This design comes from an exercise in tuning for small area on the open sky130 flow, not from production work.
Only simulation tests tie the RTL to the original design; equivalence was not proved.
The clock port is modelled as an ideal driver; clocking choices that lean on that would not hold on a real chip.
Power is estimated from default activity; no workload was simulated.

==> job 3046 <==
## pokey_advanced
module pokey_advanced (
    input clk,               
    input enable_179mhz,     
    input reset_n,           
    input [3:0] addr,
    input [7:0] din,
    input we,
    output reg audio_pwm
);
    reg [7:0] naudf0, naudf1, naudf2, naudf3;    
    reg [3:0] vol0, vol1, vol2, vol3;
    reg [1:0] dist0, dist1, dist2, dist3;    
    reg       use_15khz, link_34, link_12, fast3, fast1;
    wire [7:0] wd  = din & {8{reset_n}};
    wire [7:0] wdn = ~wd;
    wire [8:0] sel;
    assign sel[0] = ~reset_n | (we & addr == 4'd0);
    assign sel[1] = ~reset_n | (we & addr == 4'd1);
    assign sel[2] = ~reset_n | (we & addr == 4'd2);
    assign sel[3] = ~reset_n | (we & addr == 4'd3);
    assign sel[4] = ~reset_n | (we & addr == 4'd4);
    assign sel[5] = ~reset_n | (we & addr == 4'd5);
    assign sel[6] = ~reset_n | (we & addr == 4'd6);
    assign sel[7] = ~reset_n | (we & addr == 4'd7);
    assign sel[8] = ~reset_n | (we & addr == 4'd8);
    always @(posedge clk) begin
        if (sel[0]) naudf0 <= wdn;
  ...
clock: 6.0 ns
lec_check: 0
abc_area: 1
cap_margin: 20
core_margin: 2
core_utilization: 40
slew_margin: 20
standard.sh (not shown) runs the stock make flow with config.mk's settings and CLKGATE_MAP_FILE= SYNTH_SCRIPT=/design/flow/synth_recipe.tcl, a recipe that flattens the netlist after the stock synthesis.
==> flow/flow/run.sh <==
#!/bin/bash
# Standard ORFS synthesis, then the combinational logic between the
# registers re-mapped by ABC for area (registers kept as they are), then the
# standard ORFS layout with smaller clock-tree buffers, no dummy clock loads,
# and the smallest buffer on each port.
set -euo pipefail
export CTS_ARGS="-sink_clustering_enable -repair_clock_nets -dont_use_dummy_load $(cat flow/cts_args.txt)"
export BUFFER_PORTS_ARGS="-buffer_cell sky130_fd_sc_hd__buf_1"
R=orfs/results/$FLOW_PLATFORM/pokey_advanced/base
bash standard.sh synth > synth_make.log 2>&1
cp $R/1_2_yosys.v $R/1_2_yosys_std.v
export RESYN_IN=$R/1_2_yosys_std.v RESYN_OUT=$R/1_2_yosys.v
export RESYN_LIB=$FLOW_HOME/platforms/sky130hd/lib/sky130_fd_sc_hd__tt_025C_1v80.lib
export RESYN_ABC=$PWD/flow/area.abc
yosys -c flow/resyn.tcl > resyn.log 2>&1
rm -f $R/1_synth.odb $R/1_synth.sdc
bash standard.sh > flow_make.log 2>&1
==> flow/flow/area.abc <==
strash
dch -f
amap
topo
==> flow/flow/cts_args.txt <==
-buf_list {sky130_fd_sc_hd__clkbuf_4} -sink_clustering_size 8
==> flow/flow/resyn.tcl <==
# Re-map the combinational cells of the standard synthesis for area.
# The flip-flops stay the same instances (names and cell types).
yosys -import
set lib $::env(RESYN_LIB)
read_liberty -ignore_miss_func $lib
read_verilog $::env(RESYN_IN)
hierarchy -top pokey_advanced
# keep every sequential cell as it is
set seq [list]
foreach m [split [string trim [tee -q -s result.string select -list-mod =sky130_fd_sc_hd__*]] "\n"] {
  if {[regexp {__(df|edf|sdf|dl|sedf)} $m]} { lappend seq $m }
}
foreach m $seq { blackbox $m }
flatten
hierarchy -top pokey_advanced
set dont_use [list]
foreach c {sky130_fd_sc_hd__probe_p_8 sky130_fd_sc_hd__probec_p_8 sky130_fd_sc_hd__lpflow_*} {
  lappend dont_use -dont_use $c
}
opt -purge
abc -liberty $lib -script $::env(RESYN_ABC) {*}$dont_use
read_liberty -lib -ignore_redef $lib
opt_clean -purge
setundef -zero
splitnets
opt_clean -purge
hilomap -singleton -hicell sky130_fd_sc_hd__conb_1 HI -locell sky130_fd_sc_hd__conb_1 LO
insbuf -buf sky130_fd_sc_hd__buf_4 A X
yosys rename -hide w:*.*
opt_clean -purge
tee -o resyn_stat.txt stat -liberty $lib
check -assert
write_verilog -noattr -nohex -nodec $::env(RESYN_OUT)
==> job 4216: changes against job 3046 <==
==> flow/flow/run.sh (replaced) <==
#!/bin/bash
# Standard ORFS synthesis, then the combinational logic between the
# registers re-mapped by ABC for area (registers and full adders kept as they
# are), then the standard ORFS layout with clkbuf_4 clock buffers (upsized
# after CTS where a leaf's slew is high), no dummy clock loads, and the
# smallest buffer on each port.
set -euo pipefail
export CTS_ARGS="-sink_clustering_enable -repair_clock_nets -dont_use_dummy_load -buf_list {sky130_fd_sc_hd__clkbuf_8} -sink_clustering_size 30 -sink_clustering_max_diameter 200 -sink_clustering_levels 1"
export POST_CTS_TCL=$PWD/flow/post_cts.tcl
export CLK_LEAF_SLEW=0.112
export BUFFER_PORTS_ARGS="-buffer_cell sky130_fd_sc_hd__buf_1"
R=orfs/results/$FLOW_PLATFORM/pokey_advanced/base
bash standard.sh synth > synth_make.log 2>&1
cp $R/1_2_yosys.v $R/1_2_yosys_std.v
export RESYN_IN=$R/1_2_yosys_std.v RESYN_OUT=$R/1_2_yosys.v
export RESYN_LIB=$FLOW_HOME/platforms/sky130hd/lib/sky130_fd_sc_hd__tt_025C_1v80.lib
export RESYN_ABC=$PWD/flow/area.abc
yosys -c flow/resyn.tcl > resyn.log 2>&1
rm -f $R/1_synth.odb $R/1_synth.sdc
bash standard.sh > flow_make.log 2>&1
==> flow/flow/area.abc (replaced) <==
strash
dch -f
amap
mfs3 -a
topo
==> flow/flow/post_cts.tcl (new file) <==
# Clock-tree touch-up after CTS: a leaf clock buffer whose output slew is high
# gets the next stronger clock buffer, so every flip-flop clock pin stays well
# inside the slew limit.
proc clk_slew {name} { return [get_property [get_pins $name/X] slew_max] }
estimate_parasitics -placement
set changed 0
foreach inst [get_cells clkbuf_*] {
  set name [get_name $inst]
  if {[llength [get_pins -quiet $name/X]] == 0} { continue }
  set s [clk_slew $name]
  if {$s > $::env(CLK_LEAF_SLEW) && [get_property $inst ref_name] == "sky130_fd_sc_hd__clkbuf_4"} {
    puts "clock buffer $name slew $s -> clkbuf_8"
    replace_cell $inst sky130_fd_sc_hd__clkbuf_8
    incr changed
  }
}
if {$changed} {
  detailed_placement
  check_placement -verbose
  estimate_parasitics -placement
}
foreach inst [get_cells clkbuf_*] {
  set name [get_name $inst]
  puts "clock buffer $name [get_property $inst ref_name] slew [clk_slew $name]"
}
--- a/flow/flow/resyn.tcl
+++ b/flow/flow/resyn.tcl
@@ -1,18 +1,18 @@
 # Re-map the combinational cells of the standard synthesis for area.
 # The flip-flops stay the same instances (names and cell types).
 yosys -import
 set lib $::env(RESYN_LIB)
 read_liberty -ignore_miss_func $lib
 read_verilog $::env(RESYN_IN)
 hierarchy -top pokey_advanced
-# keep every sequential cell as it is
+# keep every sequential cell and full adder as it is
 set seq [list]
 foreach m [split [string trim [tee -q -s result.string select -list-mod =sky130_fd_sc_hd__*]] "\n"] {
-  if {[regexp {__(df|edf|sdf|dl|sedf)} $m]} { lappend seq $m }
+  if {[regexp {__(df|edf|sdf|dl|sedf|fa_)} $m]} { lappend seq $m }
 }
 foreach m $seq { blackbox $m }
 flatten
 hierarchy -top pokey_advanced
 set dont_use [list]
 foreach c {sky130_fd_sc_hd__probe_p_8 sky130_fd_sc_hd__probec_p_8 sky130_fd_sc_hd__lpflow_*} {
   lappend dont_use -dont_use $c
removed: flow/flow/cts_args.txt
==> job 407: changes against job 3046 <==
--- a/flow/design.v
+++ b/flow/design.v
@@ -3,15 +3,20 @@
     input enable_179mhz,     
     input reset_n,           
     input [3:0] addr,
     input [7:0] din,
     input we,
     output reg audio_pwm
 );
-    reg [7:0] naudf0, naudf1, naudf2, naudf3;    
+    localparam [7:0] PM = 8'h55;
+    reg [7:0] raudf0, raudf1, raudf2, raudf3;
+    wire [7:0] naudf0 = raudf0 ^ PM;
+    wire [7:0] naudf1 = raudf1 ^ PM;
+    wire [7:0] naudf2 = raudf2 ^ PM;
+    wire [7:0] naudf3 = raudf3 ^ PM;
     reg [3:0] vol0, vol1, vol2, vol3;
     reg [1:0] dist0, dist1, dist2, dist3;    
     reg       use_15khz, link_34, link_12, fast3, fast1;
     wire [7:0] wd  = din & {8{reset_n}};
     wire [7:0] wdn = ~wd;
     wire [8:0] sel;
     assign sel[0] = ~reset_n | (we & addr == 4'd0);
@@ -20,21 +25,21 @@
     assign sel[3] = ~reset_n | (we & addr == 4'd3);
     assign sel[4] = ~reset_n | (we & addr == 4'd4);
     assign sel[5] = ~reset_n | (we & addr == 4'd5);
     assign sel[6] = ~reset_n | (we & addr == 4'd6);
     assign sel[7] = ~reset_n | (we & addr == 4'd7);
     assign sel[8] = ~reset_n | (we & addr == 4'd8);
     always @(posedge clk) begin
-        if (sel[0]) naudf0 <= wdn;
+        if (sel[0]) raudf0 <= wdn ^ PM;
         if (sel[1]) {dist0, vol0} <= {wd[7], wd[5], wd[3:0]};
-        if (sel[2]) naudf1 <= wdn;
+        if (sel[2]) raudf1 <= wdn ^ PM;
         if (sel[3]) {dist1, vol1} <= {wd[7], wd[5], wd[3:0]};
-        if (sel[4]) naudf2 <= wdn;
+        if (sel[4]) raudf2 <= wdn ^ PM;
         if (sel[5]) {dist2, vol2} <= {wd[7], wd[5], wd[3:0]};
-        if (sel[6]) naudf3 <= wdn;
+        if (sel[6]) raudf3 <= wdn ^ PM;
         if (sel[7]) {dist3, vol3} <= {wd[7], wd[5], wd[3:0]};
         if (sel[8]) {fast1, fast3, link_12, link_34, use_15khz} <= {wd[6], wd[5], wd[4], wd[3], wd[0]};
     end
     reg       pb;
     reg [3:0] pa;    
     reg [5:0] pc;    
     reg       en_d;  
@@ -68,16 +73,20 @@
     wire p5 = poly5[4];
     wire p17 = poly17[16];
     wire base_tick = use_15khz ? tick_15khz : tick_64khz;
     wire t0 = fast1 ? enable_179mhz : base_tick;
     wire t1 = base_tick & ~link_12;
     wire t2 = fast3 ? enable_179mhz : base_tick;
     wire t3 = base_tick & ~link_34;
-    reg [15:0] nc0, nc2;
-    reg [7:0]  nc1, nc3;
+    reg [15:0] q0, q2;
+    reg [7:0]  q1, q3;
+    wire [15:0] nc0 = q0 ^ {PM, PM};
+    wire [15:0] nc2 = q2 ^ {PM, PM};
+    wire [7:0]  nc1 = q1 ^ PM;
+    wire [7:0]  nc3 = q3 ^ PM;
     reg [3:0]  chan_out;
     wire [16:0] b0, b2;
     wire [8:0]  b1, b3;
     assign b0[0] = t0;
     assign b1[0] = t1;
     assign b2[0] = t2;
     assign b3[0] = t3;
@@ -94,19 +103,21 @@
     endgenerate
     wire ld0 = b0[16];
     wire ld1 = b1[8];
     wire ld2 = b2[16];
     wire ld3 = b3[8];
     wire [15:0] nload0 = {naudf1 | {8{~link_12}}, naudf0};
     wire [15:0] nload2 = {naudf3 | {8{~link_34}}, naudf2};
+    reg rst_d;
     always @(posedge clk) begin
-        nc0 <= (nc0 ^ b0[15:0]) | (nload0 & {16{ld0}}) | {16{~reset_n}};
-        nc1 <= (nc1 ^ b1[7:0])  | (naudf1 & {8{ld1}})  | {8{~reset_n}};
-        nc2 <= (nc2 ^ b2[15:0]) | (nload2 & {16{ld2}}) | {16{~reset_n}};
-        nc3 <= (nc3 ^ b3[7:0])  | (naudf3 & {8{ld3}})  | {8{~reset_n}};
+        rst_d <= ~reset_n;
+        q0 <= ((nc0 ^ b0[15:0]) | (nload0 & {16{ld0 | rst_d}})) ^ {PM, PM};
+        q1 <= ((nc1 ^ b1[7:0])  | (naudf1 & {8{ld1 | rst_d}})) ^ PM;
+        q2 <= ((nc2 ^ b2[15:0]) | (nload2 & {16{ld2 | rst_d}})) ^ {PM, PM};
+        q3 <= ((nc3 ^ b3[7:0])  | (naudf3 & {8{ld3 | rst_d}})) ^ PM;
     end
     function nxt(input [1:0] d, input o, input a17, input a5);
         nxt = (d == 2'b11) ? ~o : ((d[0] | a17) & (d[1] | a5));
     endfunction
     always @(posedge clk) begin
         if (!reset_n) chan_out <= 4'd0;
         else begin
==> flow/flow/run.sh (replaced) <==
#!/bin/bash
# Standard ORFS synthesis, then the combinational logic between the
# registers re-mapped by ABC for area (registers and full adders kept as they
# are), then the standard ORFS layout with clkbuf_4 clock buffers (upsized
# after CTS where a leaf's slew is high), no dummy clock loads, and the
# smallest buffer on each port.
set -euo pipefail
export CTS_ARGS="-sink_clustering_enable -repair_clock_nets -dont_use_dummy_load -buf_list {sky130_fd_sc_hd__clkbuf_4}"
export POST_CTS_TCL=$PWD/flow/post_cts.tcl
export CLK_LEAF_SLEW=0.112
export BUFFER_PORTS_ARGS="-buffer_cell sky130_fd_sc_hd__buf_1"
R=orfs/results/$FLOW_PLATFORM/pokey_advanced/base
bash standard.sh synth > synth_make.log 2>&1
cp $R/1_2_yosys.v $R/1_2_yosys_std.v
export RESYN_IN=$R/1_2_yosys_std.v RESYN_OUT=$R/1_2_yosys.v
export RESYN_LIB=$FLOW_HOME/platforms/sky130hd/lib/sky130_fd_sc_hd__tt_025C_1v80.lib
export RESYN_ABC=$PWD/flow/area.abc
yosys -c flow/resyn.tcl > resyn.log 2>&1
rm -f $R/1_synth.odb $R/1_synth.sdc
bash standard.sh > flow_make.log 2>&1
==> flow/flow/area.abc (replaced) <==
strash
dch -f
amap
mfs3 -a
topo
==> flow/flow/post_cts.tcl (new file) <==
# Clock-tree touch-up after CTS: a leaf clock buffer whose output slew is high
# gets the next stronger clock buffer, so every flip-flop clock pin stays well
# inside the slew limit.
proc clk_slew {name} { return [get_property [get_pins $name/X] slew_max] }
estimate_parasitics -placement
set changed 0
foreach inst [get_cells clkbuf_*] {
  set name [get_name $inst]
  if {[llength [get_pins -quiet $name/X]] == 0} { continue }
  set s [clk_slew $name]
  if {$s > $::env(CLK_LEAF_SLEW) && [get_property $inst ref_name] == "sky130_fd_sc_hd__clkbuf_4"} {
    puts "clock buffer $name slew $s -> clkbuf_8"
    replace_cell $inst sky130_fd_sc_hd__clkbuf_8
    incr changed
  }
}
if {$changed} {
  detailed_placement
  check_placement -verbose
  estimate_parasitics -placement
}
foreach inst [get_cells clkbuf_*] {
  set name [get_name $inst]
  puts "clock buffer $name [get_property $inst ref_name] slew [clk_slew $name]"
}
--- a/flow/flow/resyn.tcl
+++ b/flow/flow/resyn.tcl
@@ -1,18 +1,18 @@
 # Re-map the combinational cells of the standard synthesis for area.
 # The flip-flops stay the same instances (names and cell types).
 yosys -import
 set lib $::env(RESYN_LIB)
 read_liberty -ignore_miss_func $lib
 read_verilog $::env(RESYN_IN)
 hierarchy -top pokey_advanced
-# keep every sequential cell as it is
+# keep every sequential cell and full adder as it is
 set seq [list]
 foreach m [split [string trim [tee -q -s result.string select -list-mod =sky130_fd_sc_hd__*]] "\n"] {
-  if {[regexp {__(df|edf|sdf|dl|sedf)} $m]} { lappend seq $m }
+  if {[regexp {__(df|edf|sdf|dl|sedf|fa_)} $m]} { lappend seq $m }
 }
 foreach m $seq { blackbox $m }
 flatten
 hierarchy -top pokey_advanced
 set dont_use [list]
 foreach c {sky130_fd_sc_hd__probe_p_8 sky130_fd_sc_hd__probec_p_8 sky130_fd_sc_hd__lpflow_*} {
   lappend dont_use -dont_use $c
CORE_UTILIZATION = 50   (was 40)
removed: flow/flow/cts_args.txt
==> job 5726: changes against job 3046 <==
--- a/flow/design.v
+++ b/flow/design.v
@@ -3,38 +3,41 @@
     input enable_179mhz,     
     input reset_n,           
     input [3:0] addr,
     input [7:0] din,
     input we,
     output reg audio_pwm
 );
-    reg [7:0] naudf0, naudf1, naudf2, naudf3;    
+    reg [7:0] audf0, audf1, audf2, audf3;
+    wire [7:0] naudf0 = ~audf0;
+    wire [7:0] naudf1 = ~audf1;
+    wire [7:0] naudf2 = ~audf2;
+    wire [7:0] naudf3 = ~audf3;
     reg [3:0] vol0, vol1, vol2, vol3;
     reg [1:0] dist0, dist1, dist2, dist3;    
     reg       use_15khz, link_34, link_12, fast3, fast1;
     wire [7:0] wd  = din & {8{reset_n}};
-    wire [7:0] wdn = ~wd;
     wire [8:0] sel;
     assign sel[0] = ~reset_n | (we & addr == 4'd0);
     assign sel[1] = ~reset_n | (we & addr == 4'd1);
     assign sel[2] = ~reset_n | (we & addr == 4'd2);
     assign sel[3] = ~reset_n | (we & addr == 4'd3);
     assign sel[4] = ~reset_n | (we & addr == 4'd4);
     assign sel[5] = ~reset_n | (we & addr == 4'd5);
     assign sel[6] = ~reset_n | (we & addr == 4'd6);
     assign sel[7] = ~reset_n | (we & addr == 4'd7);
     assign sel[8] = ~reset_n | (we & addr == 4'd8);
     always @(posedge clk) begin
-        if (sel[0]) naudf0 <= wdn;
+        if (sel[0]) audf0 <= wd;
         if (sel[1]) {dist0, vol0} <= {wd[7], wd[5], wd[3:0]};
-        if (sel[2]) naudf1 <= wdn;
+        if (sel[2]) audf1 <= wd;
         if (sel[3]) {dist1, vol1} <= {wd[7], wd[5], wd[3:0]};
-        if (sel[4]) naudf2 <= wdn;
+        if (sel[4]) audf2 <= wd;
         if (sel[5]) {dist2, vol2} <= {wd[7], wd[5], wd[3:0]};
-        if (sel[6]) naudf3 <= wdn;
+        if (sel[6]) audf3 <= wd;
         if (sel[7]) {dist3, vol3} <= {wd[7], wd[5], wd[3:0]};
         if (sel[8]) {fast1, fast3, link_12, link_34, use_15khz} <= {wd[6], wd[5], wd[4], wd[3], wd[0]};
     end
     reg       pb;
     reg [3:0] pa;    
     reg [5:0] pc;    
     reg       en_d;  
@@ -68,16 +71,21 @@
     wire p5 = poly5[4];
     wire p17 = poly17[16];
     wire base_tick = use_15khz ? tick_15khz : tick_64khz;
     wire t0 = fast1 ? enable_179mhz : base_tick;
     wire t1 = base_tick & ~link_12;
     wire t2 = fast3 ? enable_179mhz : base_tick;
     wire t3 = base_tick & ~link_34;
-    reg [15:0] nc0, nc2;
-    reg [7:0]  nc1, nc3;
+    localparam [7:0] PM = 8'hAA;
+    reg [15:0] q0, q2;
+    reg [7:0]  q1, q3;
+    wire [15:0] nc0 = q0 ^ {PM, PM};
+    wire [15:0] nc2 = q2 ^ {PM, PM};
+    wire [7:0]  nc1 = q1 ^ PM;
+    wire [7:0]  nc3 = q3 ^ PM;
     reg [3:0]  chan_out;
     wire [16:0] b0, b2;
     wire [8:0]  b1, b3;
     assign b0[0] = t0;
     assign b1[0] = t1;
     assign b2[0] = t2;
     assign b3[0] = t3;
@@ -94,19 +102,21 @@
     endgenerate
     wire ld0 = b0[16];
     wire ld1 = b1[8];
     wire ld2 = b2[16];
     wire ld3 = b3[8];
     wire [15:0] nload0 = {naudf1 | {8{~link_12}}, naudf0};
     wire [15:0] nload2 = {naudf3 | {8{~link_34}}, naudf2};
+    reg rst_d;
     always @(posedge clk) begin
-        nc0 <= (nc0 ^ b0[15:0]) | (nload0 & {16{ld0}}) | {16{~reset_n}};
-        nc1 <= (nc1 ^ b1[7:0])  | (naudf1 & {8{ld1}})  | {8{~reset_n}};
-        nc2 <= (nc2 ^ b2[15:0]) | (nload2 & {16{ld2}}) | {16{~reset_n}};
-        nc3 <= (nc3 ^ b3[7:0])  | (naudf3 & {8{ld3}})  | {8{~reset_n}};
+        rst_d <= ~reset_n;
+        q0 <= ((nc0 ^ b0[15:0]) | (nload0 & {16{ld0 | rst_d}})) ^ {PM, PM};
+        q1 <= ((nc1 ^ b1[7:0])  | (naudf1 & {8{ld1 | rst_d}})) ^ PM;
+        q2 <= ((nc2 ^ b2[15:0]) | (nload2 & {16{ld2 | rst_d}})) ^ {PM, PM};
+        q3 <= ((nc3 ^ b3[7:0])  | (naudf3 & {8{ld3 | rst_d}})) ^ PM;
     end
     function nxt(input [1:0] d, input o, input a17, input a5);
         nxt = (d == 2'b11) ? ~o : ((d[0] | a17) & (d[1] | a5));
     endfunction
     always @(posedge clk) begin
         if (!reset_n) chan_out <= 4'd0;
         else begin
==> flow/flow/run.sh (replaced) <==
#!/bin/bash
# Standard ORFS synthesis, then the combinational logic between the
# registers re-mapped by ABC for area (registers and full adders kept as they
# are), then the standard ORFS layout with clkbuf_4 clock buffers (upsized
# after CTS where a leaf's slew is high), no dummy clock loads, and the
# smallest buffer on each port.
set -euo pipefail
export CTS_ARGS="-sink_clustering_enable -repair_clock_nets -dont_use_dummy_load -buf_list {sky130_fd_sc_hd__clkbuf_4}"
export POST_CTS_TCL=$PWD/flow/post_cts.tcl
export CLK_LEAF_SLEW=0.112
export BUFFER_PORTS_ARGS="-buffer_cell sky130_fd_sc_hd__buf_1"
R=orfs/results/$FLOW_PLATFORM/pokey_advanced/base
bash standard.sh synth > synth_make.log 2>&1
cp $R/1_2_yosys.v $R/1_2_yosys_std.v
export RESYN_IN=$R/1_2_yosys_std.v RESYN_OUT=$R/1_2_yosys.v
export RESYN_LIB=$FLOW_HOME/platforms/sky130hd/lib/sky130_fd_sc_hd__tt_025C_1v80.lib
export RESYN_ABC=$PWD/flow/area.abc
yosys -c flow/resyn.tcl > resyn.log 2>&1
rm -f $R/1_synth.odb $R/1_synth.sdc
bash standard.sh > flow_make.log 2>&1
==> flow/flow/area.abc (replaced) <==
strash
dch -f
amap
mfs3 -a
topo
==> flow/flow/post_cts.tcl (new file) <==
# Clock-tree touch-up after CTS: a leaf clock buffer whose output slew is high
# gets the next stronger clock buffer, so every flip-flop clock pin stays well
# inside the slew limit.
proc clk_slew {name} { return [get_property [get_pins $name/X] slew_max] }
estimate_parasitics -placement
set changed 0
foreach inst [get_cells clkbuf_*] {
  set name [get_name $inst]
  if {[llength [get_pins -quiet $name/X]] == 0} { continue }
  set s [clk_slew $name]
  if {$s > $::env(CLK_LEAF_SLEW) && [get_property $inst ref_name] == "sky130_fd_sc_hd__clkbuf_4"} {
    puts "clock buffer $name slew $s -> clkbuf_8"
    replace_cell $inst sky130_fd_sc_hd__clkbuf_8
    incr changed
  }
}
if {$changed} {
  detailed_placement
  check_placement -verbose
  estimate_parasitics -placement
}
foreach inst [get_cells clkbuf_*] {
  set name [get_name $inst]
  puts "clock buffer $name [get_property $inst ref_name] slew [clk_slew $name]"
}
--- a/flow/flow/resyn.tcl
+++ b/flow/flow/resyn.tcl
@@ -1,18 +1,18 @@
 # Re-map the combinational cells of the standard synthesis for area.
 # The flip-flops stay the same instances (names and cell types).
 yosys -import
 set lib $::env(RESYN_LIB)
 read_liberty -ignore_miss_func $lib
 read_verilog $::env(RESYN_IN)
 hierarchy -top pokey_advanced
-# keep every sequential cell as it is
+# keep every sequential cell and full adder as it is
 set seq [list]
 foreach m [split [string trim [tee -q -s result.string select -list-mod =sky130_fd_sc_hd__*]] "\n"] {
-  if {[regexp {__(df|edf|sdf|dl|sedf)} $m]} { lappend seq $m }
+  if {[regexp {__(df|edf|sdf|dl|sedf|fa_)} $m]} { lappend seq $m }
 }
 foreach m $seq { blackbox $m }
 flatten
 hierarchy -top pokey_advanced
 set dont_use [list]
 foreach c {sky130_fd_sc_hd__probe_p_8 sky130_fd_sc_hd__probec_p_8 sky130_fd_sc_hd__lpflow_*} {
   lappend dont_use -dont_use $c
removed: flow/flow/cts_args.txt
==> comparison table <==
item	job 407	job 5726	job 3046	job 4216
Multi-input gate share of total cell area	0.306	0.309	0.328	0.319
Worst setup slack after placement	1.04 ns	0.999 ns	1.56 ns	1.55 ns
Share of total power in combinational logic	0.165	0.163	0.149	0.139
Setup slack, reg-to-reg	1.76 ns	1.32 ns	2.00 ns	1.87 ns
Share of the cycle needed by the critical path after routing	0.747	0.779	0.667	0.689
WP data required	6.30 ns	6.34 ns	6.46 ns	6.36 ns
Transition time at the pin with the least slew margin	1.05 ns	1.04 ns	0.798 ns	1.13 ns
WL met2	5070 um	5340 um	5940 um	5800 um
Initial drt markers	268	149	279	261
Die outline width	112 um	123 um	126 um	125 um
Vias in the first global route	3733	3692	4287	3987
Total chip power	2.18 mW	2.15 mW	2.00 mW	2.15 mW
Status	finished clean	finished clean	finished clean	finished clean
Most common cell on crit path	-	nor2_1	and3_1	and3_1
Area of the placeable core	11400 sq um	13900 sq um	14500 sq um	14400 sq um
Global-route wire length before repair	18300 um	18200 um	20800 um	19700 um
Final hold slack	0.454 ns	0.433 ns	0.446 ns	0.443 ns

[what the ideal ports hide]
The results above use ideal ports. As a check the final layouts listed here were re-extracted and re-timed, cells and wires unchanged.
Step 1 assumes that a clkbuf_16 drives the clock port and a buf_2 every other input.
Step 2, shift: input delay + t, output delay - t, t = (earliest + latest rising clock arrival at the registers) / 2. This alone moves slack from input paths to output paths.
a / b / c = ideal ports / drivers / drivers and shift; a / b = the first two.
| run | t, ns | setup slack, ns | worst setup path at the end |
|---|---|---|---|
| job 3046 | 0.556 | 2.001 / 2.001 / 1.539 | input to register |
| job 4216 | 0.469 | 1.865 / 1.865 / 1.507 | input to register |
| job 407 | 0.438 | 1.518 / 1.530 / 1.092 | input to register |
| job 5726 | 0.439 | 1.324 / 1.324 / 1.011 | input to register |
After both steps every run listed still meets setup and hold. For job 3046, which loses most, drivers alone change the setup slack by 0.000 ns; drivers and shift together by -0.462 ns.
